This is an optimization exercise on Yosys and OpenROAD, whose aim is a short achievable clock period and few clock cycles per item, not a production implementation.
Function was checked by simulation only, so behaviour that the tests miss may differ from the original.
The flow treats the clock pin as an ideal source, which a real chip does not have.
Power is estimated from default activity; no workload was simulated.

--- config.mk ---
export PLATFORM = sky130hd
export DESIGN_NAME = hart
export DESIGN_NICKNAME = hart
export VERILOG_FILES = /design/flow/design.v
export SDC_FILE = /design/flow/constraint.sdc
export NUM_CORES = 8
export LEC_CHECK = 0
export CAP_MARGIN = 20
export CORE_MARGIN = 2
export CORE_UTILIZATION = 45
export SLEW_MARGIN = 20
--- constraint.sdc ---
create_clock -name core_clock -period 11.5 [get_ports {i_clk}]
set_input_delay 2.3000 -clock core_clock [delete_from_list [all_inputs] [get_ports {i_clk}]]
set_output_delay 2.3000 -clock core_clock [all_outputs]
set_load 0.01 [all_outputs]
--- design.v ---
module hart #(
    parameter RESET_ADDR = 32'h00000000
) (
    input  wire        i_clk,
    input  wire        i_rst,
    output wire [31:0] o_imem_raddr,
    input  wire [31:0] i_imem_rdata,
    output wire [31:0] o_dmem_addr,
    output wire        o_dmem_ren,
    output wire        o_dmem_wen,
    output wire [31:0] o_dmem_wdata,
    output wire [ 3:0] o_dmem_mask,
    input  wire [31:0] i_dmem_rdata,
    output wire        o_retire_valid,
    output wire [31:0] o_retire_inst,
    output wire        o_retire_trap,
    output wire        o_retire_halt,
    output wire [ 4:0] o_retire_rs1_raddr,
    output wire [ 4:0] o_retire_rs2_raddr,
    output wire [31:0] o_retire_rs1_rdata,
    output wire [31:0] o_retire_rs2_rdata,
    output wire [ 4:0] o_retire_rd_waddr,
    output wire [31:0] o_retire_rd_wdata,
    output wire [31:0] o_retire_pc,
    output wire [31:0] o_retire_next_pc
);
    localparam [6:0] OP_LUI    = 7'b0110111;
    localparam [6:0] OP_AUIPC  = 7'b0010111;
    localparam [6:0] OP_JAL    = 7'b1101111;
    localparam [6:0] OP_JALR   = 7'b1100111;
    localparam [6:0] OP_BRANCH = 7'b1100011;
    localparam [6:0] OP_LOAD   = 7'b0000011;
    localparam [6:0] OP_STORE  = 7'b0100011;
    localparam [6:0] OP_IMM    = 7'b0010011;
    localparam [6:0] OP_REG    = 7'b0110011;
    reg  [31:2] pc_f;
    reg  [31:2] pc_o;          
    reg         v_x;
    reg  [31:0] ir_x;
    reg  [31:2] pc_x;
    reg  [31:2] pcp4_x;
    reg  [31:0] imm_x;         
    reg         ptk_x;         
    reg         ptag_x;        
    reg  [31:0] a_x, b_x, s_x;
    reg         sel_pc4_x, sel_add_x, sel_and_x, sel_or_x, sel_xor_x;
    reg         sel_sll_x, sel_srl_x, sel_slt_x;
    reg         sub_x, uns_x, arith_x;
    reg         use1_x;
    reg         br_x, jal_x, jalr_x, ld_x, st_x, wr_x, ill_x, halt_x;
    reg  [2:0]  f3_x;
    reg  [4:0]  rd_x, rs1a_x, rs2a_x;
    reg         v_m;
    reg         ld_m, wr_m, trap_m, halt_m;
    reg  [2:0]  f3_m;
    reg  [1:0]  off_m;
    reg  [4:0]  rd_m;
    reg  [31:0] res_m;
    reg  [31:2] addr_m;
    reg  [31:0] wdata_m;
    reg  [3:0]  mask_m;
    reg         ren_m, wen_m;
    reg  [31:0] ir_m, rs1d_m, rs2d_m;
    reg  [31:2] pc_m, tgt_m;
    reg         jump_m, jalr_m;
    reg  [4:0]  rs1a_m, rs2a_m;
    reg         v_w;
    reg         trap_w, halt_w;
    reg  [4:0]  rd_w;
    reg  [31:0] res_w;         
    reg  [31:0] res_o;         
    reg         we_w;          
    reg  [31:0] ir_w, rs1d_w, rs2d_w;
    reg  [31:2] pc_w, npc_w;
    reg  [4:0]  rs1a_w, rs2a_w, rdwa_w;
    reg         dead;
    wire        m_stop;
    reg         btb_v   [0:15];
    reg  [31:6] btb_tag [0:15];
    reg  [15:2] btb_tgt [0:15];    
    wire [3:0]  f_idx  = pc_f[5:2];
    wire        f_hit  = btb_v[f_idx] && (btb_tag[f_idx][11:6] == pc_f[11:6]);
    wire        f_full = btb_tag[f_idx][31:12] == pc_f[31:12];
    wire [31:2] f_ptgt = {pc_f[31:16], btb_tgt[f_idx]};
    assign o_imem_raddr = {pc_o, 2'b00};
    wire [31:0] ir  = i_imem_rdata;
    wire [6:0] d_op  = ir[6:0];
    wire [2:0] d_f3  = ir[14:12];
    wire [6:0] d_f7  = ir[31:25];
    wire [4:0] d_rs1 = ir[19:15];
    wire [4:0] d_rs2 = ir[24:20];
    wire [4:0] d_rd  = ir[11:7];
    wire d_lui   = d_op == OP_LUI;
    wire d_auipc = d_op == OP_AUIPC;
    wire d_jal   = d_op == OP_JAL;
    wire d_jalr  = d_op == OP_JALR;
    wire d_br    = d_op == OP_BRANCH;
    wire d_ld    = d_op == OP_LOAD;
    wire d_st    = d_op == OP_STORE;
    wire d_opi   = d_op == OP_IMM;
    wire d_opr   = d_op == OP_REG;
    wire d_halt  = ir == 32'h00100073;
    wire d_f7z   = d_f7 == 7'b0000000;
    wire d_f7s   = d_f7 == 7'b0100000;
    wire d_ill =
        d_opr   ? !(d_f7z || (d_f7s && (d_f3 == 3'b000 || d_f3 == 3'b101))) :
        d_opi   ? ((d_f3 == 3'b001) && !d_f7z) ||
                  ((d_f3 == 3'b101) && !d_f7z && !d_f7s) :
        d_ld    ? (d_f3 == 3'b011) || (d_f3 == 3'b110) || (d_f3 == 3'b111) :
        d_st    ? (d_f3[2] || d_f3[1:0] == 2'b11) :
        d_br    ? (d_f3[2:1] == 2'b01) :
        d_jalr  ? (d_f3 != 3'b000) :
        (d_jal || d_lui || d_auipc) ? 1'b0 :
        !d_halt;
    wire d_use1 = d_opr | d_opi | d_ld | d_st | d_br | d_jalr;
    wire d_use2 = d_opr | d_st | d_br;
    wire d_wr   = d_opr | d_opi | d_ld | d_jal | d_jalr | d_lui | d_auipc;
    wire [31:0] imm_i = {{20{ir[31]}}, ir[31:20]};
    wire [31:0] imm_s = {{20{ir[31]}}, ir[31:25], ir[11:7]};
    wire [31:0] imm_b = {{20{ir[31]}}, ir[7], ir[30:25], ir[11:8], 1'b0};
    wire [31:0] imm_j = {{12{ir[31]}}, ir[19:12], ir[20], ir[30:21], 1'b0};
    wire [31:0] imm_u = {ir[31:12], 12'd0};
    wire        rf_we;
    wire [31:0] rf_r1l, rf_r1h, rf_r2l, rf_r2h;
    rf u_rf (
        .clk    (i_clk),
        .rst    (i_rst),
        .wen    (rf_we),
        .waddr  (rd_w),
        .wdata  (res_w),
        .raddr1 (d_rs1),
        .raddr2 (d_rs2),
        .rdata1_lo (rf_r1l),
        .rdata1_hi (rf_r1h),
        .rdata2_lo (rf_r2l),
        .rdata2_hi (rf_r2h)
    );
    wire nz1  = d_rs1 != 5'd0;
    wire nz2  = d_rs2 != 5'd0;
    wire x_w1 = v_x & wr_x & (rd_x == d_rs1);
    wire x_w2 = v_x & wr_x & (rd_x == d_rs2);
    wire m_w1 = v_m & wr_m & (rd_m == d_rs1);
    wire m_w2 = v_m & wr_m & (rd_m == d_rs2);
    wire w_w1 = we_w & (rd_w == d_rs1);
    wire w_w2 = we_w & (rd_w == d_rs2);
    wire [31:0] x_res, m_res;
    wire rf1 = !(nz1 & (x_w1 | m_w1 | w_w1));
    wire rf2 = !(nz2 & (x_w2 | m_w2 | w_w2));
    wire [31:0] d_o1 = x_w1 ? x_res : m_w1 ? m_res : res_w;
    wire [31:0] d_o2 = x_w2 ? x_res : m_w2 ? m_res : res_w;
    wire [31:0] d_ra = !d_use1 ? (d_auipc ? {pc_f, 2'b00} : 32'd0) : d_o1;
    wire [31:0] d_rb = !(d_use2 & !d_st) ? (d_st ? imm_s : (d_lui | d_auipc) ? imm_u : imm_i) : d_o2;
    wire [31:0] d_rs = !d_use2 ? 32'd0 : d_o2;
    wire d_sa = d_use1 & rf1;
    wire d_sb = d_use2 & !d_st & rf2;
    wire d_ss = d_use2 & rf2;
    wire        f_static = d_jal | (d_br & ir[31]);
    wire [11:0] fb_lo;
    wire [19:0] fj_lo;
    ks_add #(.W(11)) u_fb (.a(pc_f[12:2]), .b(imm_b[12:2]), .cin(1'b0),
                           .sum(fb_lo[10:0]), .cout(fb_lo[11]));
    ks_add #(.W(19)) u_fj (.a(pc_f[20:2]), .b(imm_j[20:2]), .cin(1'b0),
                           .sum(fj_lo[18:0]), .cout(fj_lo[19]));
    wire [31:13] pcb_p1 = pc_f[31:13] + 19'd1;
    wire [31:13] pcb_m1 = pc_f[31:13] - 19'd1;
    wire [31:21] pcj_p1 = pc_f[31:21] + 11'd1;
    wire [31:21] pcj_m1 = pc_f[31:21] - 11'd1;
    wire [31:13] fb_hi = (fb_lo[11] == ir[31]) ? pc_f[31:13] :
                         fb_lo[11] ? pcb_p1 : pcb_m1;
    wire [31:21] fj_hi = (fj_lo[19] == ir[31]) ? pc_f[31:21] :
                         fj_lo[19] ? pcj_p1 : pcj_m1;
    wire [31:2]  f_stgt = d_jal ? {fj_hi, fj_lo[18:0]} : {fb_hi, fb_lo[10:0]};
    wire [31:2] f_next   = f_hit ? f_ptgt : pc_f + 30'd1;
    wire stall = ld_x & ((d_use1 & nz1 & x_w1) | (d_use2 & nz2 & x_w2));
    wire [31:0] xa = a_x;
    wire [31:0] xb = b_x;
    wire [31:0] xs = s_x;
    wire [31:0] x_sum, x_alu;
    wire        x_eq, x_lt;
    alu u_alu (
        .i_a        (xa),
        .i_b        (xb),
        .i_sel_sub  (sub_x),
        .i_unsigned (uns_x),
        .i_arith    (arith_x),
        .i_sel_add  (sel_add_x),
        .i_sel_and  (sel_and_x),
        .i_sel_or   (sel_or_x),
        .i_sel_xor  (sel_xor_x),
        .i_sel_sll  (sel_sll_x),
        .i_sel_srl  (sel_srl_x),
        .i_sel_slt  (sel_slt_x),
        .o_sum      (x_sum),
        .o_result   (x_alu),
        .o_eq       (x_eq),
        .o_lt       (x_lt)
    );
    assign x_res = x_alu | ({32{sel_pc4_x}} & {pcp4_x, 2'b00});
    wire [31:1] x_tgt;
    wire        x_tgt_c;
    ks_add #(.W(30)) u_tgt (.a(pc_x), .b(imm_x[31:2]), .cin(1'b0),
                            .sum(x_tgt[31:2]), .cout(x_tgt_c));
    assign x_tgt[1] = imm_x[1];
    reg x_cond;
    always @(*) begin
        case (f3_x)
            3'b000:  x_cond = x_eq;
            3'b001:  x_cond = !x_eq;
            3'b100:  x_cond = x_lt;
            3'b101:  x_cond = !x_lt;
            3'b110:  x_cond = x_lt;
            default: x_cond = !x_lt;
        endcase
    end
    wire x_taken = br_x & x_cond;
    wire x_jump  = x_taken | jal_x;
    wire x_mem = ld_x | st_x;
    wire x_misal = x_mem & ((f3_x[1:0] == 2'b01 && x_sum[0]) ||
                            (f3_x[1:0] == 2'b10 && x_sum[1:0] != 2'b00));
    wire x_strap = ill_x | x_misal | (jal_x & imm_x[1]) | (jalr_x & x_sum[1]);
    wire x_trap  = x_strap | (x_taken & imm_x[1]);
    wire x_ok = ptk_x & ptag_x;
    wire [31:2] f_keep  = stall ? pc_o : f_next;
    wire [31:2] f_keepo = stall ? pc_f : f_next;
    wire [31:2] n_t = x_ok ? f_next : x_tgt[31:2];    
    wire [31:2] n_n = ptk_x ? pcp4_x : f_next;        
    wire o_keep = !v_x | !(jalr_x | (jal_x & !x_ok) | (!jal_x & ptk_x));
    wire [31:2] n_r = jalr_x ? x_sum[31:2] :          
                      (jal_x & !x_ok) ? x_tgt[31:2] : pcp4_x;
    wire x_br = v_x & br_x;
    wire [31:2] pc_next  = x_br ? (x_cond ? n_t : n_n) : o_keep ? f_keep  : n_r;
    wire [31:2] pc_nexto = x_br ? (x_cond ? n_t : n_n) : o_keep ? f_keepo : n_r;
    wire fl_t = ill_x | !x_ok | imm_x[1];
    wire fl_n = ill_x | ptk_x;
    wire fl_o = v_x & (x_strap | halt_x | jalr_x | (jal_x ? !x_ok : ptk_x));
    wire x_flush = x_br ? (x_cond ? fl_t : fl_n) : fl_o;
    reg [3:0] x_mask;
    always @(*) begin
        case (f3_x[1:0])
            2'b00:   x_mask = 4'b0001 << x_sum[1:0];
            2'b01:   x_mask = x_sum[1] ? 4'b1100 : 4'b0011;
            default: x_mask = 4'b1111;
        endcase
    end
    wire [31:0] x_wdata = (f3_x[1:0] == 2'b00) ? {4{xs[7:0]}} :
                          (f3_x[1:0] == 2'b01) ? {2{xs[15:0]}} : xs;
    reg         btb_jmp, btb_clr;
    reg  [3:0]  btb_idx;
    reg  [31:6] btb_wtag;
    reg  [31:2] btb_wtgt;
    always @(posedge i_clk) begin
        btb_jmp  <= v_x & x_jump;
        btb_clr  <= v_x & ptk_x & !x_jump;
        btb_idx  <= pc_x[5:2];
        btb_wtag <= pc_x[31:6];
        btb_wtgt <= x_tgt[31:2];
    end
    wire btb_we = btb_jmp & (btb_wtgt[31:16] == btb_wtag[31:16]);
    assign o_dmem_addr  = {addr_m, 2'b00};
    assign o_dmem_ren   = ren_m;
    assign o_dmem_wen   = wen_m;
    assign o_dmem_wdata = wdata_m;
    assign o_dmem_mask  = mask_m;
    wire [31:0] m_sh = i_dmem_rdata >> {off_m, 3'b000};
    wire [31:0] m_ld =
        (f3_m[1:0] == 2'b00) ? {{24{~f3_m[2] & m_sh[7]}},  m_sh[7:0]}  :
        (f3_m[1:0] == 2'b01) ? {{16{~f3_m[2] & m_sh[15]}}, m_sh[15:0]} :
                               i_dmem_rdata;
    assign m_res = ld_m ? m_ld : res_m;
    assign m_stop = dead | (v_m & (trap_m | halt_m));
    assign rf_we = we_w;
    assign o_retire_valid     = v_w;
    assign o_retire_inst      = ir_w;
    assign o_retire_trap      = trap_w;
    assign o_retire_halt      = halt_w;
    assign o_retire_rs1_raddr = rs1a_w;
    assign o_retire_rs2_raddr = rs2a_w;
    assign o_retire_rs1_rdata = rs1d_w;
    assign o_retire_rs2_rdata = rs2d_w;
    assign o_retire_rd_waddr  = rdwa_w;
    assign o_retire_rd_wdata  = res_o;
    assign o_retire_pc        = {pc_w, 2'b00};
    assign o_retire_next_pc   = {npc_w, 2'b00};
    integer k;
    always @(posedge i_clk) begin
        if (i_rst) begin
            for (k = 0; k < 16; k = k + 1)
                btb_v[k] <= 1'b0;
        end else if (btb_we) begin
            btb_v[btb_idx] <= 1'b1;
        end else if (btb_clr) begin
            btb_v[btb_idx] <= 1'b0;
        end
    end
    always @(posedge i_clk) begin
        if (btb_we) begin
            btb_tag[btb_idx] <= btb_wtag;
            btb_tgt[btb_idx] <= btb_wtgt[15:2];
        end
    end
    always @(posedge i_clk) begin
        if (i_rst) begin
            pc_f  <= RESET_ADDR[31:2];
            pc_o  <= RESET_ADDR[31:2];
        end else begin
            pc_f  <= pc_next;
            pc_o  <= pc_nexto;
        end
    end
    always @(posedge i_clk) begin
        if (i_rst)
            v_x <= 1'b0;
        else
            v_x <= !x_flush & !m_stop & !stall;
        if (i_rst)
            dead <= 1'b0;
        else if (m_stop)
            dead <= 1'b1;
    end
    always @(posedge i_clk) begin
        ir_x    <= ir;
        pc_x    <= pc_f;
        pcp4_x  <= pc_f + 30'd1;
        imm_x   <= d_jal ? imm_j : imm_b;
        ptk_x   <= f_hit;
        ptag_x  <= f_full;
        a_x     <= ({32{d_sa & !d_rs1[4]}} & rf_r1l) | ({32{d_sa & d_rs1[4]}} & rf_r1h) |
                   ({32{!d_sa}} & d_ra);
        b_x     <= ({32{d_sb & !d_rs2[4]}} & rf_r2l) | ({32{d_sb & d_rs2[4]}} & rf_r2h) |
                   ({32{!d_sb}} & d_rb);
        s_x     <= ({32{d_ss & !d_rs2[4]}} & rf_r2l) | ({32{d_ss & d_rs2[4]}} & rf_r2h) |
                   ({32{!d_ss}} & d_rs);
        sel_pc4_x <= d_jal | d_jalr;
        sel_add_x <= d_ld | d_st | d_lui | d_auipc |
                     (d_opr & d_f3 == 3'b000 & !d_f7[5]) | (d_opi & d_f3 == 3'b000);
        sel_and_x <= (d_opr | d_opi) & d_f3 == 3'b111;
        sel_or_x  <= (d_opr | d_opi) & d_f3 == 3'b110;
        sel_xor_x <= (d_opr | d_opi) & d_f3 == 3'b100;
        sel_sll_x <= (d_opr | d_opi) & d_f3 == 3'b001;
        sel_srl_x <= (d_opr | d_opi) & d_f3 == 3'b101;
        sel_slt_x <= (d_opr | d_opi) & d_f3[2:1] == 2'b01;
        sub_x     <= d_opr & d_f7[5] & d_f3 == 3'b000;
        uns_x     <= d_br ? d_f3[1] : d_f3[0];
        arith_x   <= d_f7[5];
        use1_x  <= d_use1;
        br_x    <= d_br;
        jal_x   <= d_jal;
        jalr_x  <= d_jalr;
        ld_x    <= d_ld;
        st_x    <= d_st;
        wr_x    <= d_wr & (d_rd != 5'd0);
        ill_x   <= d_ill;
        halt_x  <= d_halt;
        f3_x    <= d_f3;
        rd_x    <= d_rd;
        rs1a_x  <= d_use1 ? d_rs1 : 5'd0;
        rs2a_x  <= d_use2 ? d_rs2 : 5'd0;
    end
    always @(posedge i_clk) begin
        if (i_rst) begin
            v_m   <= 1'b0;
            ren_m <= 1'b0;
            wen_m <= 1'b0;
        end else begin
            v_m   <= v_x;
            ren_m <= v_x & ld_x & !ill_x & !x_misal;
            wen_m <= v_x & st_x & !ill_x & !x_misal;
        end
        ld_m    <= ld_x;
        wr_m    <= wr_x & !x_strap;    
        trap_m  <= x_trap;
        halt_m  <= halt_x;
        f3_m    <= f3_x;
        off_m   <= x_sum[1:0];
        rd_m    <= rd_x;
        res_m   <= x_res;
        addr_m  <= x_sum[31:2];
        wdata_m <= x_wdata;
        mask_m  <= x_mask;
        ir_m    <= ir_x;
        rs1d_m  <= use1_x ? xa : 32'd0;
        rs2d_m  <= xs;
        rs1a_m  <= rs1a_x;
        rs2a_m  <= rs2a_x;
        pc_m    <= pc_x;
        tgt_m   <= x_tgt[31:2];
        jump_m  <= x_jump;
        jalr_m  <= jalr_x;
    end
    always @(posedge i_clk) begin
        if (i_rst) begin
            v_w  <= 1'b0;
            we_w <= 1'b0;
        end else begin
            v_w  <= v_m;
            we_w <= v_m & wr_m;
        end
        if (wr_m)
            res_w <= m_res;
        res_o  <= m_res;
        trap_w <= trap_m;
        halt_w <= halt_m;
        rd_w   <= rd_m;
        rdwa_w <= wr_m ? rd_m : 5'd0;
        ir_w   <= ir_m;
        rs1d_w <= rs1d_m;
        rs2d_w <= rs2d_m;
        rs1a_w <= rs1a_m;
        rs2a_w <= rs2a_m;
        pc_w   <= pc_m;
        npc_w  <= jalr_m ? addr_m : jump_m ? tgt_m : pc_m + 30'd1;
    end
endmodule
`default_nettype wire
`default_nettype none
module ks_add #(
    parameter W = 32
) (
    input  wire [W-1:0] a,
    input  wire [W-1:0] b,
    input  wire         cin,
    output wire [W-1:0] sum,
    output wire         cout
);
    localparam L = (W > 16) ? 5 : (W > 8) ? 4 : (W > 4) ? 3 : (W > 2) ? 2 : 1;   
    wire [W-1:0] g [0:L];
    wire [W-1:0] p [0:L];
    assign g[0] = (a & b) | {{(W-1){1'b0}}, (a[0] ^ b[0]) & cin};
    assign p[0] = a ^ b;
    genvar l, i;
    generate
        for (l = 0; l < L; l = l + 1) begin : lvl
            for (i = 0; i < W; i = i + 1) begin : bt
                if (i >= (1 << l)) begin : comb
                    assign g[l+1][i] = g[l][i] | (p[l][i] & g[l][i-(1<<l)]);
                    assign p[l+1][i] = p[l][i] & p[l][i-(1<<l)];
                end else begin : ps
                    assign g[l+1][i] = g[l][i];
                    assign p[l+1][i] = p[l][i];
                end
            end
        end
    endgenerate
    assign sum  = p[0] ^ {g[L][W-2:0], cin};
    assign cout = g[L][W-1];
endmodule
module alu (
    input  wire [31:0] i_a,
    input  wire [31:0] i_b,
    input  wire        i_sel_sub,   
    input  wire        i_unsigned,  
    input  wire        i_arith,     
    input  wire        i_sel_add,
    input  wire        i_sel_and,
    input  wire        i_sel_or,
    input  wire        i_sel_xor,
    input  wire        i_sel_sll,
    input  wire        i_sel_srl,
    input  wire        i_sel_slt,
    output wire [31:0] o_sum,       
    output wire [31:0] o_result,
    output wire        o_eq,
    output wire        o_lt
);
    wire unused_c, unused_d;
    wire [31:0] diff;
    ks_add #(.W(32)) u_add (
        .a    (i_a),
        .b    (i_b),
        .cin  (1'b0),
        .sum  (o_sum),
        .cout (unused_c)
    );
    ks_add #(.W(32)) u_sub (
        .a    (i_a),
        .b    (~i_b),
        .cin  (1'b1),
        .sum  (diff),
        .cout (unused_d)
    );
    wire [31:0] nb = ~i_b;
    wire        lt_c;
    wire [31:0] lt_s;
    ks_add #(.W(32)) u_cmp (
        .a    ({i_a[31] ^ ~i_unsigned, i_a[30:0]}),
        .b    ({nb[31] ^ ~i_unsigned, nb[30:0]}),
        .cin  (1'b1),
        .sum  (lt_s),
        .cout (lt_c)
    );
    assign o_lt = !lt_c;
    assign o_eq = (i_a == i_b);
    wire [31:0] sll = i_a << i_b[4:0];
    wire [31:0] srl = $signed({i_arith & i_a[31], i_a}) >>> i_b[4:0];
    assign o_result = ({32{i_sel_add}} & o_sum) |
                      ({32{i_sel_sub}} & diff) |
                      ({32{i_sel_and}} & (i_a & i_b)) |
                      ({32{i_sel_or}}  & (i_a | i_b)) |
                      ({32{i_sel_xor}} & (i_a ^ i_b)) |
                      ({32{i_sel_sll}} & sll) |
                      ({32{i_sel_srl}} & srl) |
                      {31'd0, i_sel_slt & o_lt};
endmodule
`default_nettype wire
`default_nettype none
module rf (
    input  wire        clk,
    input  wire        rst,
    input  wire        wen,
    input  wire [4:0]  waddr,
    input  wire [31:0] wdata,
    input  wire [4:0]  raddr1,
    input  wire [4:0]  raddr2,
    output wire [31:0] rdata1_lo,    
    output wire [31:0] rdata1_hi,    
    output wire [31:0] rdata2_lo,
    output wire [31:0] rdata2_hi
);
    reg [31:0] mem [1:31];
    integer i;
    always @(posedge clk) begin
        if (rst) begin
            for (i = 1; i < 32; i = i + 1)
                mem[i] <= 32'd0;
        end else if (wen && (waddr != 5'd0)) begin
            mem[waddr] <= wdata;
        end
    end
    reg [31:0] r1l, r1h, r2l, r2h;
    always @(*) begin
        r1l = 32'd0;
        r1h = mem[16] & {32{raddr1[3:0] == 4'd0}};
        r2l = 32'd0;
        r2h = mem[16] & {32{raddr2[3:0] == 4'd0}};
        for (i = 1; i < 16; i = i + 1) begin
            r1l = r1l | ({32{raddr1[3:0] == i[3:0]}} & mem[i]);
            r1h = r1h | ({32{raddr1[3:0] == i[3:0]}} & mem[i+16]);
            r2l = r2l | ({32{raddr2[3:0] == i[3:0]}} & mem[i]);
            r2h = r2h | ({32{raddr2[3:0] == i[3:0]}} & mem[i+16]);
        end
    end
    assign rdata1_lo = r1l;
    assign rdata1_hi = r1h;
    assign rdata2_lo = r2l;
    assign rdata2_hi = r2h;
endmodule
`default_nettype wire
--- flow/run.sh ---
#!/bin/bash
set -euo pipefail
bash standard.sh SETUP_SLACK_MARGIN=8 'BUFFER_PORTS_ARGS=-buffer_cell sky130_fd_sc_hd__buf_8' finish > standard_flow.log 2>&1
--- standard.sh ---
#!/bin/bash
# synth_recipe.tcl (not shown) runs the flow's synth.tcl, then flattens the netlist and writes it again
# the make line also repeats each setting of config.mk as NAME=value (left out here)
make -C /OpenROAD-flow-scripts/flow DESIGN_CONFIG=/design/flow/config.mk WORK_HOME=/design/flow/orfs CLKGATE_MAP_FILE= SYNTH_SCRIPT=/design/flow/synth_recipe.tcl "${@:-finish}"
==> summary.txt, run 1 <==
* Status: complete, no violations
* Fin Setup TNS at 0 ns
* Clock insertion delay at the later pin of the skew report at 0.99 ns
* Io pins at between 300 and 400
* Reg area at 66600 µm²
* Placeable Area at roughly 250000 µm²
* Sw Pwr at between 5000 and 6000 µW
* Final Instance Count excl. Fillers at 13.7k
* Vias in the first global route at 88.4k
* HPWL after detailed placement at 319000 µm
* Routed length on met3 at around 100000 µm
* Num CTS Buffers at 281
* Yosys top cell by area: sky130_fd_sc_hd__edfxtp_1
* Sequential-to-total area share from yosys stat at 0.590
* Die Outline Area at 252000 µm²
* Clock tree from TritonCTS: yes
* Clock period minus worst slack at 4.18 ns
* Number of standard cells after synthesis at between 9k and 10k
* Final total power at 21300 µW
* Met1 routed wirelength after detailed routing at 198000 µm
* Synth Register Bits at 2450
* Via count normalized by instance count at between 7 and 8
* Power share of the combinational group at 0.124
* Pin count of the biggest net entering global routing at 67
* Relative contribution of the clock network to total power at 0.411
* Asr flop ratio synth at 0
* Pleak at 0.0547 µW
* Share of final-layout standard cells stronger than drive strength 1 at 0.341
* Top FF cell, synth: sky130_fd_sc_hd__edfxtp_1
* Routed length per instance at 42.8 µm
* Die span in y at 502 µm
* DRC at 0
* Proportion of power drawn by flip-flops and latches at 0.465
* Max layer used: met5
* Synthesized area per cell at 12.2 µm²
* Max H-tree Level at 5
* Clock-pin slew on the worst setup and hold paths at 0.06 ns
* Final Routed Wirelength at 589000 µm
* Area share of the leading cell type in the synthesized netlist at 0.452
* Pins over their slew limit at 0
* Detail Route met2 WL at approximately 230000 µm
* First-pass GRT wire length at 759000 µm
* Slew at the pin with the worst max-slew slack at 1.32 ns
* Internal Power at 15700 µW
* Clk root buf: sky130_fd_sc_hd__clkbuf_16
* Maximum fanout count along the critical path at 6
* Number of endpoints failing setup at the final stage at 0
* DP Cell Count at 12.3k
* YS warnings at 6
* Path type of the worst setup path: in2reg
* Global-route usage over all layers at 0.441
* Final Wtd Congestion at 1.02
* Std-Cell Rows at 182
* RSZ-0062 raised after global routing: yes
* Vias at ~99k
* 1st-pass router iterations at 15
* Initial core utilization at 0.453
* Number of enable-type register cells in the synthesized netlist at roughly 1.7k
* Synthesis-to-finish area growth at 33.9%
* Post-layout nets at 10.4k
* Data required time of the critical path at 12.33 ns
* Count of port buffers added during placement at about 370
* Hold buffers post-CTS at 0
* Area of the mapped netlist at 112000 µm²
* Number of maximum-capacitance violations at 0
* Final Hold Violating Endpoints at 0
* Critical path startpoint category: input pin
* Post-route clock skew at 0.0734 ns
* Sinks on Clock Net at 2450
* Layout filler cell count at 18.8k
* Peak supply drop at around 0.13 mV
* Post-DRT Antenna Nets at 0
* Worst-case clock buffer depth at 4
* Hold Crit Class: reg2reg
* Max transition margin at 0.117
* Startpoint of the most critical hold path: ir_x[1]
* Die Width at 502 µm
* Detailed Route Iter0 Violations at 20.7k
* Post-route fraction of the period consumed by the critical path at 0.364
* Antenna violations before repair at 76
* Cell types with the largest area share after synthesis: sky130_fd_sc_hd__edfxtp_1 (45%), sky130_fd_sc_hd__dfxtp_1 (14%), sky130_fd_sc_hd__and2_1 (5.9%), sky130_fd_sc_hd__mux4_2 (5.1%), sky130_fd_sc_hd__a22oi_1 (3.9%)
* Critical path data arrival time at 5.01 ns
* Achievable Freq at 239 MHz
* Aggregate global routing overflow at 0
* Beginning of the critical path: i_imem_rdata[15]
* Count of unique library cells instantiated by Yosys at 94
* Net switching fraction of the power at 0.263
* Area occupied by multi-input gates at a little under 50000 µm²
* Total power per unit cell area at 143 nW/µm²
* Type of destination of the critical path: register
* Source of the worst register-to-register timing path: b_x[1]
==> Yosys cell counts (all sizes together) (36+ instances only) <==
cell    number
a211oi      40
a21o        51
a21oi      307
a221o       36
a221oi     226
a222oi      65
a22o       177
a22oi      581
a31oi       64
and2      1061
and3        78
buf        127
clkbuf     624
dfxtp      770
edfxtp    1680
ha         131
inv        206
mux2        73
mux2i      149
mux4       252
nand2      371
nand2b      51
nand3      210
nand4      104
nor2       470
nor3       116
o211ai      59
o21ai      361
o221ai      51
xnor2      142
xor2        57
==> cell usage in the layout (no fill, tap or decap), types with 79 or more instances in the layout <==
cell type                   Yosys  final
sky130_fd_sc_hd__edfxtp_1    1680   1680
sky130_fd_sc_hd__and2_1      1061   1049
sky130_fd_sc_hd__buf_4         19    604
sky130_fd_sc_hd__a22oi_1      581    553
sky130_fd_sc_hd__buf_8          0    418
sky130_fd_sc_hd__dfxtp_1      770    390
sky130_fd_sc_hd__nand2_1      371    333
sky130_fd_sc_hd__nor2_1       469    325
sky130_fd_sc_hd__clkbuf_16      0    314
sky130_fd_sc_hd__dfxtp_2        0    278
sky130_fd_sc_hd__mux4_2       252    252
sky130_fd_sc_hd__a21oi_1      307    227
sky130_fd_sc_hd__o21ai_0      330    207
sky130_fd_sc_hd__nand3_1      209    184
sky130_fd_sc_hd__inv_1        199    182
sky130_fd_sc_hd__a22o_1       177    173
sky130_fd_sc_hd__buf_6          4    152
sky130_fd_sc_hd__mux2i_1      149    129
sky130_fd_sc_hd__buf_12         0    129
sky130_fd_sc_hd__xnor2_1      142    117
sky130_fd_sc_hd__a221oi_2       0    107
sky130_fd_sc_hd__nand4_1      104    104
sky130_fd_sc_hd__dfxtp_4        0    102
sky130_fd_sc_hd__buf_16         0    100
sky130_fd_sc_hd__a221oi_1     226     96
sky130_fd_sc_hd__ha_1         131     91
sky130_fd_sc_hd__nor2_4         1     89
sky130_fd_sc_hd__o21ai_1       31     81
sky130_fd_sc_hd__diode_2        0     79
==> routing by layer <==
layer | vias to the layer above | track usage
met5 | - | 0.0314
met4 | 81 | 0.343
met3 | 3273 | 0.206
met2 | 10300 | 0.592
met1 | 48400 | 0.540
li1 | 37000 | -
==> power groups by stage <==
stage | sequential [µW] | combinational (µW) | clock (µW)
after floorplan | 9960 | 964 | 0
after CTS | 9900 | 2280 | 8750
after global routing | 9930 | 2620 | 9100
after global placement | 10100 | 1790 | 0
final | 9920 | 2640 | 8780
after detailed placement | 10100 | 1800 | 0
==> cell families (layout without fill, tap and decap cells) <==
kind of cell	count (synthesis)	in the layout	share of synthesized area
flops	2450	2450	0.590
simple gates	2630	2640	0.126
mux	474	474	0.0715
other cells	1	87	0.0000336
compound gates	2291	2291	0.148
xor+xnor	199	199	0.0156
buf+inv	960	2157	0.0337
fa+ha+maj	133	133	0.0150
==> path summary, 6_finish.rpt <==
| kind | slack (ns) | to | depth (start not counted) |
|---|---|---|---|
| max | 7.32 | a_x[6] | 9 |
| min | 0.30 | ir_m[1] | 0 |
| max reg2reg | 7.57 | b_x[2] | 11 |
| min reg2reg | 0.30 | ir_m[1] | 0 |
==> metrics by stage <==
stage	util	area, µm²	worst slack (ns)	hold slack, ns
2_1_floorplan	-	114000	7.23	0.310
6_report	0.607	150000	7.32	0.302
3_5_place_dp	0.495	122000	5.24	0.312
4_1_cts	0.582	143000	7.67	0.297
5_1_grt	0.606	149000	7.51	0.310
3_3_place_gp	0.495	122000	5.26	0.310
==> layout make-up <==
cell class | count | area share
flip-flops and latches | 2450 | 0.445
multi-input cells | 5745 | 0.328
repair buffers | 1472 | 0.133
clock buffers | 363 | 0.0513
well taps | 3312 | 0.0277
clock inverters | 111 | 0.00715
inverters | 209 | 0.00584
diodes | 79 | 0.00132
repair inverters | 2 | 0.000217
==> worst max-delay path, stage by stage <==
cell and delay, ns:
sky130_fd_sc_hd__buf_16 0.12, sky130_fd_sc_hd__nand2b_4 0.20, sky130_fd_sc_hd__buf_6 0.12, sky130_fd_sc_hd__nor2_4 0.11, sky130_fd_sc_hd__clkbuf_16 0.25, sky130_fd_sc_hd__a22o_1 0.24, sky130_fd_sc_hd__a221oi_2 0.21, sky130_fd_sc_hd__nand4_1 0.74
sky130_fd_sc_hd__a311o_1 0.68
==> state kept, by name (all words and copies together), names as in the netlist, 32 cells and up <==
| name | cells |
|---|---|
| a_x | 32 |
| b_x | 32 |
| btb_tag | 416 |
| btb_tgt | 224 |
| ir_m | 32 |
| ir_w | 32 |
| res_m | 32 |
| res_o | 32 |
| res_w | 32 |
| rs1d_m | 32 |
| rs1d_w | 32 |
| rs2d_m | 32 |
| rs2d_w | 32 |
| s_x | 32 |
| u_rf.mem | 992 |
==> repair_timing <==
action / in CTS / in global routing
gates cloned: 104 / 30
pin swaps: 254 / 390
setup endpoints to repair: 2166 / 737
endpoints found under the hold margin: 0 / 0
setup buffers: 465 / 250
resized for setup: 1458 / 644
Testbench counts, summed over its fixed seeds: cycles 67,756, instructions 60,455.
==> inputs of run 2 (changes only) <==
==> flow/run.sh (replaced) <==
#!/bin/bash
set -euo pipefail
K=(SETUP_SLACK_MARGIN=8 MATCH_CELL_FOOTPRINT=0
   'BUFFER_PORTS_ARGS=-buffer_cell sky130_fd_sc_hd__buf_8')
R=orfs/results/sky130hd/hart/base
L=orfs/logs/sky130hd/hart/base
bash standard.sh "${K[@]}" grt > standard_flow_grt1.log 2>&1
cp $L/5_1_grt.log grt_round1.log
# the repaired, globally routed design becomes the input of a second round
cp $R/5_1_grt.odb $R/4_cts.odb
cp $R/5_1_grt.sdc $R/4_cts.sdc
bash standard.sh "${K[@]}" do-5_1_grt > standard_flow_grt2.log 2>&1
bash standard.sh "${K[@]}" finish > standard_flow_finish.log 2>&1
==> run 2 against run 1 <==
Still clean. Design area decreased by 0.54%. Worst setup slack better by 0.085 ns. Worst hold slack worse by 0.0046 ns. Count of clock-buffer cells in the layout up 2. Non-clock buffer count is 27 higher. Global-route usage shrank 0.15 points. Synthesized cell count is the same. Critical path depth up 1.
==> summary.txt, run 2 <==
* Achievable Freq at ~240 MHz
* Worst Setup Slack, final at approximately 7.4 ns
* Synth Register Bits at between 2k and 2.5k
* Slew at the pin with the worst max-slew slack at roughly 1.4 ns
* Share of final-layout standard cells stronger than drive strength 1 at 0.337
* Most repeated cell in the gate-level netlist after synthesis: sky130_fd_sc_hd__edfxtp_1
* Clock-pin slew on the worst setup and hold paths at about 0.070 ns
* Area occupied by multi-input gates at 48800 µm²
* Maximum fanout count along the critical path at 6
* HPWL after detailed placement at a little over 300000 µm
* Synthesized area per cell at 12.2 µm²
* Routed length per instance at 41.6 µm
* Peak supply drop at 0.147 mV
* Final Wtd Congestion at ~1
* 1st-pass router iterations at 14
* Max H-tree Level at 5
* Vias in the first global route at 90.7k
* Pins over their slew limit at 0
* Combinational family with the most area after synthesis: compound AO/OA/AOI/OAI gates
* RSZ-0062 raised after global routing: yes
* Simple-Gate Fraction of Synth Area at 0.126
* Final cell area excluding filler cells at 149000 µm²
* Initial core utilization at 0.453
* Vias at 97.8k
* Post-DRT Antenna Nets at 0
* Critical path startpoint category: input pin
* Critical path data arrival time at a little under 5 ns
* Hold buffers post-CTS at 0
* Most used cells in the layout excluding fill and tap cells: sky130_fd_sc_hd__edfxtp_1 (1680), sky130_fd_sc_hd__and2_1 (1049), sky130_fd_sc_hd__buf_4 (603)
* Final Hold Violating Endpoints at 0
* Count of port buffers added during placement at about 370
* Reg area at around 67000 µm²
* Sinks on Clock Net at 2450
* Largest registers: u_rf.mem (992), btb_tag (416), btb_tgt (224)
* Source of the worst register-to-register timing path: b_x[3]
* Number of flip-flops in the largest register at 992
* Worst-case clock buffer depth at 4
* Type of destination of the critical path: register
* Clock insertion delay at the later pin of the skew report at 1.01 ns
* Number of standard cells after synthesis at 9138
* Clock tree from TritonCTS: yes
* Startpoint of the most critical hold path: rs2d_m[16]
* Top FF cell, synth: sky130_fd_sc_hd__edfxtp_1
* Global-route usage over all layers at 0.439
* Commonest non-fill, non-tap cell in the layout: sky130_fd_sc_hd__edfxtp_1
* Std-Cell Rows at 182
* Clk root buf: sky130_fd_sc_hd__clkbuf_16
* First-pass GRT wire length at 760000 µm
* Top cells by instance count after synthesis: sky130_fd_sc_hd__edfxtp_1 (1680), sky130_fd_sc_hd__and2_1 (1061), sky130_fd_sc_hd__dfxtp_1 (770)
* Data required time of the critical path at 12.32 ns
* Via count normalized by instance count at slightly above 7
* Hold Crit Class: reg2reg
* Number of buffer and inverter instances along the worst setup path at 4
* Fin Setup TNS at 0 ns
* Number of enable-type register cells in the synthesized netlist at 1680
* CP max stage cell: sky130_fd_sc_hd__nand4_1
* Antenna violations before repair at 70
* Area fraction in compound gates after synthesis at 0.148
* Beginning of the critical path: i_imem_rdata[15]
* Number of endpoints failing setup at the final stage at 0
* Area share of the leading cell type in the synthesized netlist at 0.452
* Clock period minus worst slack at 4.10 ns
* Detailed Route Iter0 Violations at 20.1k
* Ordered list of cells on the worst path: buf_16 > nand2b_4 > buf_6 > nor2_4 > clkbuf_16 > buf_4 > a221oi_2 > nand4_1 > a32oi_4 > nand3_2
* Hold Slack at just under 0.3 ns
* Status: complete, no violations
* Adder and majority gate portion of the synthesized area at 0.0150
* Die Width at approximately 500 µm
* Synthesis-to-finish area growth at 33.2%
* Die span in y at 502 µm
* Cell area reported after detailed placement at 122000 µm²
* Xor and xnor area share after synthesis at 0.0156
* Max transition margin at 0.0986
* Area of the mapped netlist at 112000 µm²
* Placement-stage worst setup slack at around 5.6 ns
* Number of maximum-capacitance violations at 0
* Cell family with the largest share of critical-path delay: simple AND/OR/NAND/NOR gates
* Cell types with the largest area share after synthesis: sky130_fd_sc_hd__edfxtp_1 (45%), sky130_fd_sc_hd__dfxtp_1 (14%), sky130_fd_sc_hd__and2_1 (5.9%), sky130_fd_sc_hd__mux4_2 (5.1%), sky130_fd_sc_hd__a22oi_1 (3.9%)
* Pin count of the biggest net entering global routing at 65
* Post-layout util at 0.604
* YS warnings at 6
* Io pins at 378
* Yosys top cell by area: sky130_fd_sc_hd__edfxtp_1
* Pleak at 0.0542 µW
* Path type of the worst setup path: in2reg
* Post-route fraction of the period consumed by the critical path at 0.356
* Aggregate global routing overflow at 0
* Largest Register: u_rf.mem
* Sequential-to-total area share from yosys stat at 0.590
* DRC at 0
* Post-layout nets at 10.4k
* Count of unique library cells instantiated by Yosys at 94
* Layout filler cell count at approximately 19k
* Stage delay of the slowest cell on the critical path at 0.84 ns
* Share of cell area taken by muxes after synthesis at 0.0715
* Asr flop ratio synth at 0
* Num CTS Buffers at 280
* Placeable Area at 246000 µm²
* Total power per unit cell area at around 140 nW/µm²
* Final Routed Wirelength at 573000 µm
* Post-route clock skew at 0.0842 ns
* Die Outline Area at 252000 µm²
run 2: through the flow:
step                      total power, µW  instances
after floorplan                     10900       9145
final                               21300      13800
after global placement              11900      12300
after global routing                21600      13700
after CTS                           20800      13300
after detailed placement            11900      12300
run 2: worst paths after layout:
path,to,slack [ns],cells past startpoint
min reg2reg,rs2d_w[16],0.30,0
min,rs2d_w[16],0.30,0
max,a_x[9],7.40,10
max reg2reg,s_x[24],7.68,14
run 2: cell type report:
class	instances	share of cell area
flip-flops and latches	2450	0.448
inverters	209	0.00569
clock inverters	114	0.00763
repair buffers	1499	0.131
clock buffers	365	0.0510
well taps	3312	0.0279
repair inverters	2	0.000185
multi-input cells	5750	0.328
diodes	74	0.00124
run 2: kinds of logic after synthesis:
kind of cell,after synthesis
buffers and inverters,960
adders and majority gates,133
other,1
and+or+nand+nor,2630
muxes,474
AOI/OAI and AO/OA,2291
DFF,2450
xor gates and xnor gates,199
run 2: timing repair:
item                        CTS  global route
setup endpoints to repair  2122           469
setup buffers               430           113
pin swaps                   206           218
cloned                       92            10
gates resized for setup    1424           208
run 2: where the power goes:
part	internal, µW	leakage, µW	switching, µW
clock network	5080	0.00426	3690
logic	989	0.0272	1550
registers	9640	0.0228	296
run 2: per-layer routing:
layer  vias to the layer above  GRT usage  part of all wire
li1                      37100          -                 -
met1                     47500      0.526              0.34
met2                      9883      0.599              0.40
met3                      3232      0.216              0.16
met4                        54      0.331             0.099
met5                         -     0.0448            0.0040
==> inputs of run 3 (changes only) <==
--- a/config.mk
+++ b/config.mk
@@ -8,4 +8,4 @@
 export CAP_MARGIN = 20
 export CORE_MARGIN = 2
-export CORE_UTILIZATION = 45
+export CORE_UTILIZATION = 50
 export SLEW_MARGIN = 20
==> run 3 against run 2 <==
Design area shrank 0.79%. Clock power up 0.5%. First-iteration DRC count down 3.5%. Sequential cell count did not move. Critical path type unchanged. Critical endpoint is now a_x[5]. Largest power group unchanged.
==> summary.txt, run 3 <==
* Status: complete, no violations
* Area of the mapped netlist at ~110000 µm²
* Net switching fraction of the power at 0.261
* Power share of the combinational group at 0.120
* Path type of the worst setup path: in2reg
* Post-route clock skew at 0.0808 ns
* Achievable Freq at 242 MHz
* Stage delay of the slowest cell on the critical path at between 0.6 and 0.7 ns
* Hold Crit Class: reg2reg
* Startpoint of the most critical hold path: rs1d_m[0]
* Commonest non-fill, non-tap cell in the layout: sky130_fd_sc_hd__edfxtp_1
* Source of the worst register-to-register timing path: b_x[2]
* Final total power at 21300 µW
* Layout filler cell count at about 16k
* Die span in y at about 480 µm
* Std-Cell Rows at 173
* Io pins at 378
* Count of unique library cells instantiated by Yosys at 94
* Global-route met2 utilization at 0.678
* Asr flop ratio synth at 0
* Synthesis-to-finish area growth at 32.1%
* Sw Pwr at ~5600 µW
* Largest registers: u_rf.mem (992), btb_tag (416), btb_tgt (224)
* Beginning of the critical path: i_imem_rdata[17]
* HPWL after detailed placement at 330000 µm
* Die Outline Area at 227000 µm²
* Pleak at 0.0537 µW
* Relative contribution of the clock network to total power at 0.414
* Largest Register: u_rf.mem
* First-pass GRT wire length at 763000 µm
* Slew at the pin with the worst max-slew slack at 1.28 ns
* Dominant cell type by count on the critical path: sky130_fd_sc_hd__buf_12
* Vias in the first global route at 91.3k
* Yosys top cell by area: sky130_fd_sc_hd__edfxtp_1
* Routed length per instance at 43.0 µm
* Post-layout nets at 10.3k
* Number of standard cells after synthesis at 9138
* Die Width at 477 µm
* Clk root buf: sky130_fd_sc_hd__clkbuf_16
* Data required time of the critical path at about 12 ns
* Routing usage on met1 at 0.579
* Sinks on Clock Net at between 2k and 2.5k
* Proportion of power drawn by flip-flops and latches at 0.466
* Met3 usage in global routing at 0.220
* Worst-case clock buffer depth at 4
* Antenna violations before repair at 55
* Via count normalized by instance count at 7.29
* Placeable Area at 222000 µm²
* Synth Register Bits at ~2.5k
* Final Hold Violating Endpoints at 0
* Post-DRT Antenna Nets at 0
* Top FF cell, synth: sky130_fd_sc_hd__edfxtp_1
* Synthesized area per cell at 12.2 µm²
* RSZ-0062 raised after global routing: yes
* Cell family with the largest share of critical-path delay: compound AO/OA/AOI/OAI gates
* Final Routed Wirelength at around 570000 µm
* Num CTS Buffers at around 280
* Ordered list of cells on the worst path: buf_16 > nand2b_4 > buf_12 > nor2_4 > buf_12 > a22o_1 > a221oi_2 > nand4_1 > a32oi_4 > o211ai_1
* Number of enable-type register cells in the synthesized netlist at 1680
* Detailed Route Iter0 Violations at 19.4k
* YS warnings at 6
* Initial core utilization at 0.503
* Clock-pin slew on the worst setup and hold paths at 0.06 ns
* Max H-tree Level at 5
* Internal Power at 15700 µW
* DRC at 0
* Cell types with the largest area share after synthesis: sky130_fd_sc_hd__edfxtp_1 (45%), sky130_fd_sc_hd__dfxtp_1 (14%), sky130_fd_sc_hd__and2_1 (5.9%), sky130_fd_sc_hd__mux4_2 (5.1%), sky130_fd_sc_hd__a22oi_1 (3.9%)
* Aggregate global routing overflow at 0
* Critical path data arrival time at 4.94 ns
* Clock tree from TritonCTS: yes
* Most repeated cell in the gate-level netlist after synthesis: sky130_fd_sc_hd__edfxtp_1
* CP max stage cell: sky130_fd_sc_hd__nand4_1
* Number of flip-flops in the largest register at a little under 1k
* Type of destination of the critical path: register
* Clock period minus worst slack at 4.14 ns
* Number of maximum-capacitance violations at 0
* Final Wtd Congestion at 1.03
* Hold buffers post-CTS at 0
* Max transition margin at 0.137
* Most used cells in the layout excluding fill and tap cells: sky130_fd_sc_hd__edfxtp_1 (1680), sky130_fd_sc_hd__and2_1 (1049), sky130_fd_sc_hd__a22oi_1 (569)
* Number of endpoints failing setup at the final stage at 0
* Share of final-layout standard cells stronger than drive strength 1 at 0.337
* Maximum fanout count along the critical path at 19
* Count of port buffers added during placement at 369
* Fin Setup TNS at 0 ns
* Vias at 97.1k
* Critical path startpoint category: input pin
* Number of buffer and inverter instances along the worst setup path at 3
* Sequential-to-total area share from yosys stat at 0.590
* Area share of the leading cell type in the synthesized netlist at 0.452
* Routing layer with the top usage in global route: met2
* 1st-pass router iterations at 12
* Hold Slack at 0.316 ns
* Total power per unit cell area at between 100 and 150 nW/µm²
* Pin count of the biggest net entering global routing at 65
* Peak supply drop at approximately 0.14 mV
* Clock insertion delay at the later pin of the skew report at about 0.98 ns
* Top cells by instance count after synthesis: sky130_fd_sc_hd__edfxtp_1 (1680), sky130_fd_sc_hd__and2_1 (1061), sky130_fd_sc_hd__dfxtp_1 (770)
* Global-route usage over all layers at 0.487
* Post-route fraction of the period consumed by the critical path at 0.360
* Pins over their slew limit at 0
[run 3: logic make-up (layout without fill, tap and decap cells)]
family / Yosys count / in the layout / synth area share
simple gates: 2630 / 2645 / 0.126
flops: 2450 / 2450 / 0.590
compound gates: 2291 / 2291 / 0.148
buf+inv: 960 / 2097 / 0.0337
mux: 474 / 474 / 0.0715
xor+xnor: 199 / 199 / 0.0156
fa+ha+maj: 133 / 133 / 0.0150
other cells: 1 / 54 / 0.0000336
[run 3: layout make-up]
type	instances	area, µm²	share of cell area
Antenna cell	46	115	0.000780
Multi-Input combinational cell	5750	49200	0.334
Inverter	209	855	0.00579
Timing Repair inverter	2	22.5	0.000153
Clock inverter	119	1110	0.00749
Timing Repair Buffer	1406	18300	0.124
Sequential cell	2450	66600	0.451
Tap cell	2975	3720	0.0252
Clock buffer	361	7700	0.0522
[run 3: power groups by stage]
stage / Combinational, µW / Sequential [µW] / Clock (µW)
5_1_grt: 2540 / 9940 / 9160
3_3_place_gp: 1760 / 10100 / 0
2_1_floorplan: 963 / 9950 / 0
6_report: 2550 / 9940 / 8820
3_5_place_dp: 1760 / 10100 / 0
4_1_cts: 2200 / 9910 / 8770
[run 3: what timing repair did]
item                                   in CTS  in global routing
setup buffers                             458                 88
endpoints found under the hold margin       0                  0
setup endpoints to repair                2145                476
pin swaps                                 265                205
resized for setup                        1601                187
gates cloned                               82                 13
[run 3: final timing paths]
kind                            slack (ns)        end  cells past startpoint
worst min register to register        0.32  rs1d_w[0]                      0
worst max register to register        7.62    a_x[24]                     15
worst min-delay path                  0.32  rs1d_w[0]                      0
worst max-delay path                  7.36     a_x[5]                     10
[run 3: per-layer routing]
layer	wire length, µm	part of all wire
met1	188000	0.33
met2	231000	0.40
met3	91800	0.16
met4	61200	0.11
met5	592	0.0010
[run 3: stage by stage]
| stage | cells | cell area [µm²] | worst slack, ns | util |
|---|---|---|---|---|
| final | 13300 | 148000 | 7.36 | 0.665 |
| after global routing | 13300 | 147000 | 7.49 | 0.664 |
| after CTS | 13000 | 142000 | 7.63 | 0.639 |
| after detailed placement | 12000 | 122000 | 5.34 | 0.547 |
| after global placement | 12000 | 121000 | 5.42 | 0.547 |
| after floorplan | 9145 | 113000 | 7.25 | - |
==> inputs of run 4 (changes only) <==
==> flow/run.sh (replaced) <==
#!/bin/bash
set -euo pipefail
K=(SETUP_SLACK_MARGIN=8 MATCH_CELL_FOOTPRINT=0
   'BUFFER_PORTS_ARGS=-buffer_cell sky130_fd_sc_hd__buf_8')
R=orfs/results/sky130hd/hart/base
L=orfs/logs/sky130hd/hart/base
bash standard.sh "${K[@]}" grt > standard_flow_grt1.log 2>&1
cp $L/5_1_grt.log grt_round1.log
for n in 2 3; do
  # the repaired, globally routed design becomes the input of another round
  cp $R/5_1_grt.odb $R/4_cts.odb
  cp $R/5_1_grt.sdc $R/4_cts.sdc
  bash standard.sh "${K[@]}" do-5_1_grt > standard_flow_grt$n.log 2>&1
  cp $L/5_1_grt.log grt_round$n.log
done
bash standard.sh "${K[@]}" finish > standard_flow_finish.log 2>&1
--- a/config.mk
+++ b/config.mk
@@ -8,4 +8,4 @@
 export CAP_MARGIN = 20
 export CORE_MARGIN = 2
-export CORE_UTILIZATION = 50
+export CORE_UTILIZATION = 45
 export SLEW_MARGIN = 20
==> run 4 against run 3 <==
Clock power fell by 0.6%. Sequential power barely moved. Largest power group unchanged. Critical endpoint is now a_x[7]. Worst hold slack got worse by 0.017 ns. Highest routed layer unchanged. First-iteration DRC count rose by 6.9%. Largest cell class unchanged. Routed wire length rose by 0.67%. Still clean on timing, DRC and antenna. Count of clock-buffer cells in the layout rose by 4. Maximum frequency rose by 2.3%. Combinational power rose by 2%.
==> summary.txt, run 4 <==
* Status: complete, no violations
* Die span in y at around 500 µm
* Clock tree from TritonCTS: yes
* Final Instance Count excl. Fillers at 13.8k
* Hold buffers post-CTS at 0
* RSZ-0062 raised after global routing: yes
* Area of the mapped netlist at 112000 µm²
* Clock insertion delay at the later pin of the skew report at 1.01 ns
* Antenna violations before repair at 70
* Synthesized area per cell at 12.2 µm²
* Routed length per instance at around 42 µm
* Number of standard cells after synthesis at 9138
* Vias in the first global route at just over 90k
* Termination of the worst setup path: a_x[7]
* Clock period minus worst slack at approximately 4 ns
* Beginning of the critical path: i_imem_rdata[17]
* DRC at 0
* Std-Cell Rows at about 180
* Pin count of the biggest net entering global routing at 65
* Largest Register: u_rf.mem
* Path depth of the worst reg2reg path at 17
* Aggregate global routing overflow at 0
* Placeable Area at 246000 µm²
* Achievable Freq at 247 MHz
* RR Endpoint: b_x[0]
* Path type of the worst setup path: in2reg
* Number of enable-type register cells in the synthesized netlist at 1680
* Max transition margin at 0.136
* Clk root buf: sky130_fd_sc_hd__clkbuf_16
* Post-route clock skew at 0.0876 ns
* 1st-pass router iterations at 17
* Global-route usage over all layers at 0.445
* Via count normalized by instance count at 7.11
* Number of maximum-capacitance violations at 0
* Count of unique library cells instantiated by Yosys at 94
* Post-route fraction of the period consumed by the critical path at 0.352
* First-pass GRT wire length at approximately 770000 µm
* Share of final-layout standard cells stronger than drive strength 1 at 0.343
* Pleak at 0.0546 µW
* R2r setup slk at ~7.6 ns
* Hold Crit Class: reg2reg
* Source of the worst register-to-register timing path: b_x[0]
* Clock-pin slew on the worst setup and hold paths at approximately 0.06 ns
* Num CTS Buffers at 280
* Worst-case clock buffer depth at 4
* Die Width at 502 µm
* Slew at the pin with the worst max-slew slack at around 1.3 ns
* Total power per unit cell area at 142 nW/µm²
* Yosys top cell by area: sky130_fd_sc_hd__edfxtp_1
* Count of port buffers added during placement at between 300 and 400
* Io pins at 378
* Post-DRT Antenna Nets at 0
* Synth Register Bits at 2450
* Sequential-to-total area share from yosys stat at 0.590
* Final Wtd Congestion at 1.03
* Pins over their slew limit at 0
* Cell types with the largest area share after synthesis: sky130_fd_sc_hd__edfxtp_1 (45%), sky130_fd_sc_hd__dfxtp_1 (14%), sky130_fd_sc_hd__and2_1 (5.9%), sky130_fd_sc_hd__mux4_2 (5.1%), sky130_fd_sc_hd__a22oi_1 (3.9%)
* Type of destination of the critical path: register
* Post-layout nets at approximately 10k
* Fin Setup TNS at 0 ns
* Number of endpoints failing setup at the final stage at 0
* YS warnings at 6
* Area share of the leading cell type in the synthesized netlist at 0.452
* Vias at 98.4k
* DP Cell Count at 12.3k
* Data required time of the critical path at 12.29 ns
* Top FF cell, synth: sky130_fd_sc_hd__edfxtp_1
* Detailed Route Iter0 Violations at 20.7k
* Peak supply drop at 0.146 mV
* Maximum fanout count along the critical path at 4
* Most used cells in the layout excluding fill and tap cells: sky130_fd_sc_hd__edfxtp_1 (1680), sky130_fd_sc_hd__and2_1 (1049), sky130_fd_sc_hd__buf_4 (622)
* Critical path startpoint category: input pin
* Largest registers: u_rf.mem (992), btb_tag (416), btb_tgt (224)
* Synthesis-to-finish area growth at 34.1%
* Final Routed Wirelength at around 580000 µm
* Most repeated cell in the gate-level netlist after synthesis: sky130_fd_sc_hd__edfxtp_1
* Die Outline Area at 252000 µm²
* Number of flip-flops in the largest register at 992
* HPWL after detailed placement at 310000 µm
* Asr flop ratio synth at 0
* Sinks on Clock Net at 2450
* Top cells by instance count after synthesis: sky130_fd_sc_hd__edfxtp_1 (1680), sky130_fd_sc_hd__and2_1 (1061), sky130_fd_sc_hd__dfxtp_1 (770)
* Final Hold Violating Endpoints at 0
* Commonest non-fill, non-tap cell in the layout: sky130_fd_sc_hd__edfxtp_1
* Initial core utilization at 0.453
* Critical path data arrival time at 4.84 ns
* Max H-tree Level at 5
-- run 4: cell counts after synthesis --
Identical to the previous run, type by type.
-- run 4: metrics by stage --
stage | area (µm²) | hold WS (ns) | power (µW) | worst slack, ns | utilization
3_3_place_gp | 122000 | 0.310 | 11900 | 5.60 | 0.495
2_1_floorplan | 113000 | 0.310 | 10900 | 7.25 | -
4_1_cts | 141000 | 0.298 | 20800 | 7.68 | 0.574
6_report | 150000 | 0.298 | 21300 | 7.46 | 0.608
5_1_grt | 150000 | 0.292 | 21600 | 7.60 | 0.607
3_5_place_dp | 122000 | 0.312 | 11900 | 5.60 | 0.495
-- run 4: cell families (layout without fill, tap and decap cells) --
logic type,count (synthesis),in the layout,synth area share
muxes,474,474,0.0715
xor gates and xnor gates,199,199,0.0156
buffers and inverters,960,2238,0.0337
other,1,85,0.0000336
AOI/OAI and AO/OA,2291,2291,0.148
and+or+nand+nor,2630,2645,0.126
adders and majority gates,133,133,0.0150
DFF,2450,2450,0.590
-- run 4: metal layers --
metal,track usage,routed length [µm],share of wire,vias up
met5,0.0617,2580,0.0045,-
met4,0.346,58500,0.10,67
met3,0.217,94400,0.16,3251
li1,-,-,-,37100
met2,0.601,227000,0.39,10100
met1,0.532,193000,0.34,47800
-- run 4: cell type report --
type,count,area (µm²)
diodes,77,193
clock buffers,365,7580
clock inverters,114,1130
fillers,18700,96600
inverters,209,855
multi-input cells,5750,49100
flip-flops and latches,2450,66600
well taps,3312,4140
repair buffers,1548,20100
repair inverters,2,32.5
-- run 4: repair_timing --
item	4_1_cts	5_1_grt
setup buffers	430	43
pin swaps	206	108
endpoints found under the setup margin	2122	467
gates cloned	92	5
resized for setup	1424	92
-- run 4: worst max-delay path: stages --
cell and delay (ns):
sky130_fd_sc_hd__clkbuf_16 0.16, sky130_fd_sc_hd__nand2_8 0.09, sky130_fd_sc_hd__nor3_4 0.05, sky130_fd_sc_hd__buf_4 0.13, sky130_fd_sc_hd__clkbuf_16 0.18, sky130_fd_sc_hd__a22o_1 0.26
sky130_fd_sc_hd__a221oi_2 0.21, sky130_fd_sc_hd__nand4_1 0.73, sky130_fd_sc_hd__a32oi_2 0.55, sky130_fd_sc_hd__nand3_2 0.15
-- run 4: worst min-delay path by stage --
stage	to	slack, ns	depth (start not counted)	start
after CTS	ir_m[17]	0.30	0	ir_x[17]
after floorplan	ir_m[0]	0.31	0	ir_x[0]
after global routing	rs2d_w[16]	0.29	0	rs2d_m[16]
after global placement	ir_m[2]	0.31	0	ir_x[2]
final	ir_m[17]	0.30	0	ir_x[17]
after detailed placement	ir_m[23]	0.31	0	ir_x[23]
-- run 4: power breakdown --
group	leakage (µW)	internal, µW	total [µW]	switching [µW]
registers	0.0228	9640	9930	295
clock network	0.00426	5080	8770	3680
logic	0.0276	1020	2590	1570
total	0.0546	15700	21300	5550
==> inputs of run 5 (changes only) <==
--- a/config.mk
+++ b/config.mk
@@ -8,4 +8,4 @@
 export CAP_MARGIN = 20
 export CORE_MARGIN = 2
-export CORE_UTILIZATION = 45
+export CORE_UTILIZATION = 40
 export SLEW_MARGIN = 20
==> run 5 against run 4 <==
Global-route usage down 5.1 points. Worst hold slack better by 0.0057 ns. Design area up 0.15%. Combinational power down 3%. Via count down 0.81%. Sequential power about the same. Synthesized cell count unchanged. Clock power up 2.3%. Sequential share of layout area down 0.050 points. Count of clock-buffer cells in the layout up 7. Synthesized area unchanged. Critical endpoint unchanged. Largest power group unchanged.
==> summary.txt, run 5 <==
* Placeable Area at 279000 µm²
* Reg area at 66600 µm²
* Synthesis-to-finish area growth at 34.3%
* First-pass GRT wire length at between 700000 and 800000 µm
* Worst-case clock buffer depth at 4
* Largest Register: u_rf.mem
* HPWL after detailed placement at approximately 320000 µm
* Max H-tree Level at 5
* 1st-pass router iterations at 13
* Cell types with the largest area share after synthesis: sky130_fd_sc_hd__edfxtp_1 (45%), sky130_fd_sc_hd__dfxtp_1 (14%), sky130_fd_sc_hd__and2_1 (5.9%), sky130_fd_sc_hd__mux4_2 (5.1%), sky130_fd_sc_hd__a22oi_1 (3.9%)
* Stage delay of the slowest cell on the critical path at 0.70 ns
* Die span in y at 532 µm
* Count of unique library cells instantiated by Yosys at 94
* Aggregate global routing overflow at 0
* Type of destination of the critical path: register
* Critical path data arrival time at between 4 and 5 ns
* Synthesized area per cell at about 12 µm²
* RSZ-0062 raised after global routing: yes
* Clock tree from TritonCTS: yes
* Synth Register Bits at approximately 2.5k
* Startpoint of the most critical hold path: rs1d_m[26]
* Fin Setup TNS at 0 ns
* Area share of the leading cell type in the synthesized netlist at 0.452
* Initial core utilization at 0.401
* Area of the mapped netlist at 112000 µm²
* Achievable Freq at 242 MHz
* Largest registers: u_rf.mem (992), btb_tag (416), btb_tgt (224)
* Via count normalized by instance count at 6.87
* Post-route clock skew at 0.0942 ns
* Die Outline Area at 283000 µm²
* Vias at 97.6k
* Post-DRT Antenna Nets at 0
* Total power per unit cell area at 143 nW/µm²
* Pin count of the biggest net entering global routing at 65
* Post-route fraction of the period consumed by the critical path at 0.359
* RR Endpoint: a_x[27]
* Antenna violations before repair at 67
* Post-layout nets at 10.4k
* Std-Cell Rows at 194
* Io pins at 378
* DRC at 0
* Number of maximum-capacitance violations at 0
* Cell family with the largest share of critical-path delay: simple AND/OR/NAND/NOR gates
* Worst Setup Slack, final at 7.37 ns
* Count of port buffers added during placement at between 300 and 400
* Number of endpoints failing setup at the final stage at 0
* Peak supply drop at between 0.15 and 0.2 mV
* Number of standard cells after synthesis at around 9.1k
* Global-route usage over all layers at 0.394
* Beginning of the critical path: i_imem_rdata[18]
* Clock-pin slew on the worst setup and hold paths at 0.06 ns
* Max transition margin at 0.139
* Most repeated cell in the gate-level netlist after synthesis: sky130_fd_sc_hd__edfxtp_1
* Slew at the pin with the worst max-slew slack at 1.28 ns
* Yosys top cell by area: sky130_fd_sc_hd__edfxtp_1
* Dominant cell type by count on the critical path: sky130_fd_sc_hd__buf_16
* Clock insertion delay at the later pin of the skew report at between 0.9 and 1 ns
* Sequential-to-total area share from yosys stat at 0.590
* Placement-stage worst setup slack at 5.21 ns
* Detailed Route Iter0 Violations at 20.9k
* Status: complete, no violations
* Area occupied by multi-input gates at 49000 µm²
* Most used cells in the layout excluding fill and tap cells: sky130_fd_sc_hd__edfxtp_1 (1680), sky130_fd_sc_hd__and2_1 (1050), sky130_fd_sc_hd__buf_4 (628)
* Worst path depth at 9
* Die Width at 532 µm
* Top FF cell, synth: sky130_fd_sc_hd__edfxtp_1
* Termination of the worst setup path: a_x[7]
* R2r setup slk at between 7 and 8 ns
* Pins over their slew limit at 0
* Ordered list of cells on the worst path: buf_16 > nand2b_4 > nor3_4 > clkbuf_16 > buf_16 > a221oi_2 > nand4_1 > a32oi_2 > nand3_4
* Critical path startpoint category: input pin
* Routed length per instance at 41.0 µm
* Number of enable-type register cells in the synthesized netlist at about 1.7k
* Final Routed Wirelength at 583000 µm
* Final Wtd Congestion at ~1.0
* Asr flop ratio synth at 0
* Pleak at 0.0547 µW
* Clk root buf: sky130_fd_sc_hd__clkbuf_16
* Share of final-layout standard cells stronger than drive strength 1 at 0.342
* Source of the worst register-to-register timing path: b_x[2]
* Maximum fanout count along the critical path at 8
* Final Hold Violating Endpoints at 0
* Layout filler cell count at 22.8k
* Num CTS Buffers at 274
* CP max stage cell: sky130_fd_sc_hd__nand4_1
* Sinks on Clock Net at 2450
* Path depth of the worst reg2reg path at 11
* Top cells by instance count after synthesis: sky130_fd_sc_hd__edfxtp_1 (1680), sky130_fd_sc_hd__and2_1 (1061), sky130_fd_sc_hd__dfxtp_1 (770)
* Commonest non-fill, non-tap cell in the layout: sky130_fd_sc_hd__edfxtp_1
* Number of buffer and inverter instances along the worst setup path at 3
* Number of flip-flops in the largest register at 992
* Vias in the first global route at 90.7k
* Path type of the worst setup path: in2reg
* Hold Crit Class: reg2reg
* Clock period minus worst slack at 4.13 ns
* Data required time of the critical path at 12.25 ns
* YS warnings at 6
run 5: cell counts after synthesis:
No cell type changed its count.
run 5: cell type report:
type | count | area share
flip-flops and latches | 2450 | 0.444
multi-input cells | 5744 | 0.327
repair buffers | 1500 | 0.131
clock buffers | 372 | 0.0520
well taps | 3724 | 0.0311
clock inverters | 126 | 0.00834
inverters | 209 | 0.00563
diodes | 70 | 0.00117
repair inverters | 1 | 0.0000584
run 5: worst min path at each step:
stage,endpoint,slack (ns),depth (start not counted)
finish,rs1d_w[26],0.30,0
global route,rs1d_w[26],0.31,0
CTS,rs1d_w[26],0.31,0
detailed placement,ir_w[27],0.31,0
global placement,ir_m[18],0.31,0
floorplan,ir_m[0],0.31,0
run 5: worst reg2reg max path, cell delays in order, from the launching register on:
cell                       delay (ns)
sky130_fd_sc_hd__dfxtp_4         0.35
sky130_fd_sc_hd__buf_12          0.13
sky130_fd_sc_hd__inv_2           0.17
sky130_fd_sc_hd__buf_6           0.46
sky130_fd_sc_hd__nor2_1          0.22
sky130_fd_sc_hd__o311ai_0        1.03
sky130_fd_sc_hd__o211ai_1        0.52
sky130_fd_sc_hd__nand4_1         0.24
sky130_fd_sc_hd__a221o_1         0.29
sky130_fd_sc_hd__buf_4           0.18
sky130_fd_sc_hd__nand2_1         0.05
sky130_fd_sc_hd__o211ai_1        0.12
run 5: where the power goes:
group | total [µW] | internal (µW) | switching (µW)
sequential | 9930 | 9630 | 294
clock | 8970 | 5120 | 3850
combinational | 2520 | 973 | 1540
total | 21400 | 15700 | 5690
run 5: cells by family (layout without fill, tap and decap cells):
kind of cell,after synthesis,count (layout),synth area share
xor gates and xnor gates,199,199,0.0156
and+or+nand+nor,2630,2639,0.126
muxes,474,474,0.0715
AOI/OAI and AO/OA,2291,2291,0.148
adders and majority gates,133,133,0.0150
other,1,78,0.0000336
buffers and inverters,960,2208,0.0337
DFF,2450,2450,0.590
run 5: what timing repair did:
item                        CTS  global route
buffers inserted            445            61
hold buffers                  0             0
gates resized for setup    1478           133
pin swaps                   201           144
gates cloned                 92             6
setup endpoints to repair  1946           468
run 5: layer usage:
layer,share of wire,vias up,global-route usage
li1,-,37100,-
met2,0.40,9759,0.544
met1,0.34,47700,0.476
met3,0.16,2993,0.178
met5,0.0037,-,0.0435
met4,0.099,46,0.291
run 5: per-stage QoR:
stage,util,total power (µW),instance area [µm²],cells,hold slack (ns)
global placement,0.440,11900,123000,12700,0.311
CTS,0.512,21000,143000,13800,0.312
finish,0.538,21400,150000,14200,0.304
global route,0.538,21800,150000,14100,0.311
detailed placement,0.440,11900,123000,12700,0.312
floorplan,-,10900,113000,9145,0.310

## port drivers added, routing unchanged
No port has a modelled driver above. Below, the same layouts with a new extraction and two added sets of constraints.
Step 1 assumes that a clkbuf_16 drives the clock port and a buf_2 every other input.
Step 2 also shifts input and output timing later by t, the mid clock arrival at the registers, as if the neighbouring blocks saw the same clock.
Slacks: no drivers / after step 1 / after step 2; pairs: no drivers / after step 1.
| run | t, ns | slack for setup (ns) | clock arrival spread, ns | worst data-port slew with drivers (ns) | pins driven straight from the clock port |
|---|---|---|---|---|---|
| run 1 | 1.063 | 7.316 / 7.197 / 6.133 | 0.079 / 0.079 | 0.50 | 1 |
| run 2 | 1.064 | 7.401 / 7.284 / 6.220 | 0.100 / 0.100 | 0.57 | 1 |
| run 3 | 1.054 | 7.365 / 7.265 / 6.210 | 0.092 / 0.091 | 0.51 | 1 |
| run 4 | 1.063 | 7.456 / 7.355 / 6.292 | 0.101 / 0.102 | 0.45 | 1 |
| run 5 | 1.032 | 7.374 / 7.253 / 6.221 | 0.109 / 0.108 | 0.47 | 1 |
After both steps every run listed still meets setup and hold. The setup slack of run 1, which loses most, moves by -0.119 ns with the drivers and by -1.183 ns with both steps.
